Background: an optimization exercise with open tools, aiming at small area, a short achievable clock period and few clock cycles per item. Do not read the settings as production practice. At most, simulation tests tie the RTL to the original design; equivalence was not proved. Power and IR drop assume default switching activity.

Setup of main:
==> flow/design.v (excerpt) <==
module processor (clock, reset, instr, pc, bus, bus_valid, exit);
Size: roughly 740 cells after synthesis, ~200 flip-flops, about 42 I/O pins.
Settings: LEC_CHECK=0, CAP_MARGIN=20, CORE_MARGIN=2, CORE_UTILIZATION=55, CTS_BUF_LIST=sky130_fd_sc_hd__clkbuf_4 sky130_fd_sc_hd__clkbuf_8, SETUP_SLACK_MARGIN=4.0, SLEW_MARGIN=20, SYNTH_HIERARCHICAL=1, SYNTH_MINIMUM_KEEP_SIZE=0; clock period 7.0 ns.
standard.sh (not shown) runs the stock make flow with config.mk's settings and CLKGATE_MAP_FILE= SYNTH_SCRIPT=/design/flow/synth_recipe.tcl, a recipe that flattens the netlist after the stock synthesis.
==> flow/flow/run.sh <==
#!/bin/bash
# Standard layout (the standard.sh, unchanged synthesis and steps), with
# one change: the buffers placed on the ports are sky130_fd_sc_hd__buf_1
# instead of the default cell the port-buffering step picks.
# The make output goes to standard.log; each ORFS step keeps its own log
# under orfs/logs/.
set -euo pipefail
export BUFFER_PORTS_ARGS="-buffer_cell sky130_fd_sc_hd__buf_1"
bash standard.sh > standard.log 2>&1
The inputs of the feature branch differ from those of main as listed below.
-- flow/design.v --
<<< main, line 6
	output [15:0] o;
	wire p0_0, g0_0;
	ks_pgc u_pg0 (.x(x[0]), .y(y[0]), .c(cin), .p(p0_0), .g(g0_0));
	wire p0_1, g0_1;
	ks_pg u_pg1 (.x(x[1]), .y(y[1]), .p(p0_1), .g(g0_1));
>>> the feature branch, line 6
	output [15:0] o;
	wire p0_0, g0_0;
	ks_p u_pg0 (.x(x[0]), .y(y[0]), .p(p0_0));
	ks_maj u_g0 (.x(x[0]), .y(y[0]), .c(cin), .g(g0_0));
	wire p0_1, g0_1;
	ks_pg u_pg1 (.x(x[1]), .y(y[1]), .p(p0_1), .g(g0_1));
<<< main, line 195
	assign g = x & y;
endmodule
module ks_pgc(x, y, c, p, g);
	input x, y, c;
	output p, g;
	assign p = x ^ y;
	assign g = (x & y) | (p & c);
endmodule
module ks_bcp(gh, ph, gl, pl, go, po);
>>> the feature branch, line 196
	assign g = x & y;
endmodule
module ks_p(x, y, p);
	input x, y;
	output p;
	assign p = x ^ y;
endmodule
module ks_maj(x, y, c, g);
	input x, y, c;
	output g;
	assign g = (x & y) | (x & c) | (y & c);
endmodule
module ks_bcp(gh, ph, gl, pl, go, po);
<<< main, line 258
	reg [2:0] op;            
	reg [7:0] sa, sb;        
	reg [7:0] sna, snb;      
	reg [9:0] lo;            
	reg [5:0] alt;           
>>> the feature branch, line 263
	reg [2:0] op;            
	reg [7:0] sa, sb;        
	reg [9:0] lo;            
	reg [5:0] alt;           
<<< main, line 267
	wire ex = valid & ~halted;
	reg [15:0] r0, r1, r2, r3, r4, r5, r6, r7;
	wire [7:0] ra_lo = ({8{sa[0]}} & r0[7:0]) | ({8{sa[1]}} & r1[7:0]) | ({8{sa[2]}} & r2[7:0]) | ({8{sa[3]}} & r3[7:0]) |
	                   ({8{sa[4]}} & r4[7:0]) | ({8{sa[5]}} & r5[7:0]) | ({8{sa[6]}} & r6[7:0]) | ({8{sa[7]}} & r7[7:0]);
	wire [7:0] rb_lo = ({8{sb[0]}} & r0[7:0]) | ({8{sb[1]}} & r1[7:0]) | ({8{sb[2]}} & r2[7:0]) | ({8{sb[3]}} & r3[7:0]) |
	                   ({8{sb[4]}} & r4[7:0]) | ({8{sb[5]}} & r5[7:0]) | ({8{sb[6]}} & r6[7:0]) | ({8{sb[7]}} & r7[7:0]);
	wire [7:0] ra_hi = ({8{sna[0]}} | r0[15:8]) & ({8{sna[1]}} | r1[15:8]) & ({8{sna[2]}} | r2[15:8]) & ({8{sna[3]}} | r3[15:8]) &
	                   ({8{sna[4]}} | r4[15:8]) & ({8{sna[5]}} | r5[15:8]) & ({8{sna[6]}} | r6[15:8]) & ({8{sna[7]}} | r7[15:8]);
	wire [7:0] rb_hi = ({8{snb[0]}} | r0[15:8]) & ({8{snb[1]}} | r1[15:8]) & ({8{snb[2]}} | r2[15:8]) & ({8{snb[3]}} | r3[15:8]) &
	                   ({8{snb[4]}} | r4[15:8]) & ({8{snb[5]}} | r5[15:8]) & ({8{snb[6]}} | r6[15:8]) & ({8{snb[7]}} | r7[15:8]);
	wire [15:0] ra = {ra_hi, ra_lo};
	wire [15:0] rb = {rb_hi, rb_lo};
	wire sub = (op == 3'b001);
	wire s_sum = ~reset & (op == 3'b000 | op == 3'b001);
>>> the feature branch, line 271
	wire ex = valid & ~halted;
	reg [15:0] r0, r1, r2, r3, r4, r5, r6, r7;
	wire [15:0] ra = ({16{sa[0]}} & r0) | ({16{sa[1]}} & r1) | ({16{sa[2]}} & r2) | ({16{sa[3]}} & r3) |
	                 ({16{sa[4]}} & r4) | ({16{sa[5]}} & r5) | ({16{sa[6]}} & r6) | ({16{sa[7]}} & r7);
	wire [15:0] rb = ({16{sb[0]}} & r0) | ({16{sb[1]}} & r1) | ({16{sb[2]}} & r2) | ({16{sb[3]}} & r3) |
	                 ({16{sb[4]}} & r4) | ({16{sb[5]}} & r5) | ({16{sb[6]}} & r6) | ({16{sb[7]}} & r7);
	wire sub = (op == 3'b001);
	wire s_sum = ~reset & (op == 3'b000 | op == 3'b001);
<<< main, line 307
		sa <= 8'd1 << instr[12:10];
		sb <= 8'd1 << instr[9:7];
		sna <= ~(8'd1 << instr[12:10]);
		snb <= ~(8'd1 << instr[9:7]);
		lo <= instr[9:0];
		alt <= pred ? pc_seq : pc_pred;
>>> the feature branch, line 305
		sa <= 8'd1 << instr[12:10];
		sb <= 8'd1 << instr[9:7];
		lo <= instr[9:0];
		alt <= pred ? pc_seq : pc_pred;
### Flow results
Higher met1 wire length among main and the feature branch: main
main → the feature branch: final cell count went down, total power went down, number of diodes did not really move, instance count on the critical path went up.
Diff main -> the feature branch | number of global-route vias before repair | decrease of 217
Clock-pin slew on the worst setup and hold paths ends up higher on the feature branch.
Row reg-to-reg setup timing slack: the feature branch higher / main lower
Sort main and the feature branch by filler cell count, descending, and the feature branch comes first.
Testbench counts of the feature branch, summed over its fixed seeds: cycles 45,298, instructions 43,963.
For main, only the layout was checked, not whether the RTL still works.

-- port drivers added, routing unchanged --
Ports are ideal in the flow. The routed layouts listed here were re-timed in OpenROAD.
Step 1 sets driving cells, clkbuf_16 on the clock port and buf_2 on the other inputs (assumed; they add their load-dependent delay and slew).
Step 2, shift: input delay + t, output delay - t, t = (earliest + latest rising clock arrival at the registers) / 2. This alone moves slack from input paths to output paths.
Three values: no drivers, after step 1, after step 2; two values: the first two.
run	t, ns	setup WS [ns]	hold slack, ns	worst setup path after step 2
main	0.595	4.036 / 4.047 / 3.452	0.506 / 0.506 / 0.506	input to register
the feature branch	0.497	4.094 / 4.087 / 3.612	0.514 / 0.514 / 0.514	input to register
After both steps setup and hold are still met in every run listed. For main, which loses most, drivers alone change the setup slack by +0.011 ns; drivers and shift together by -0.584 ns.
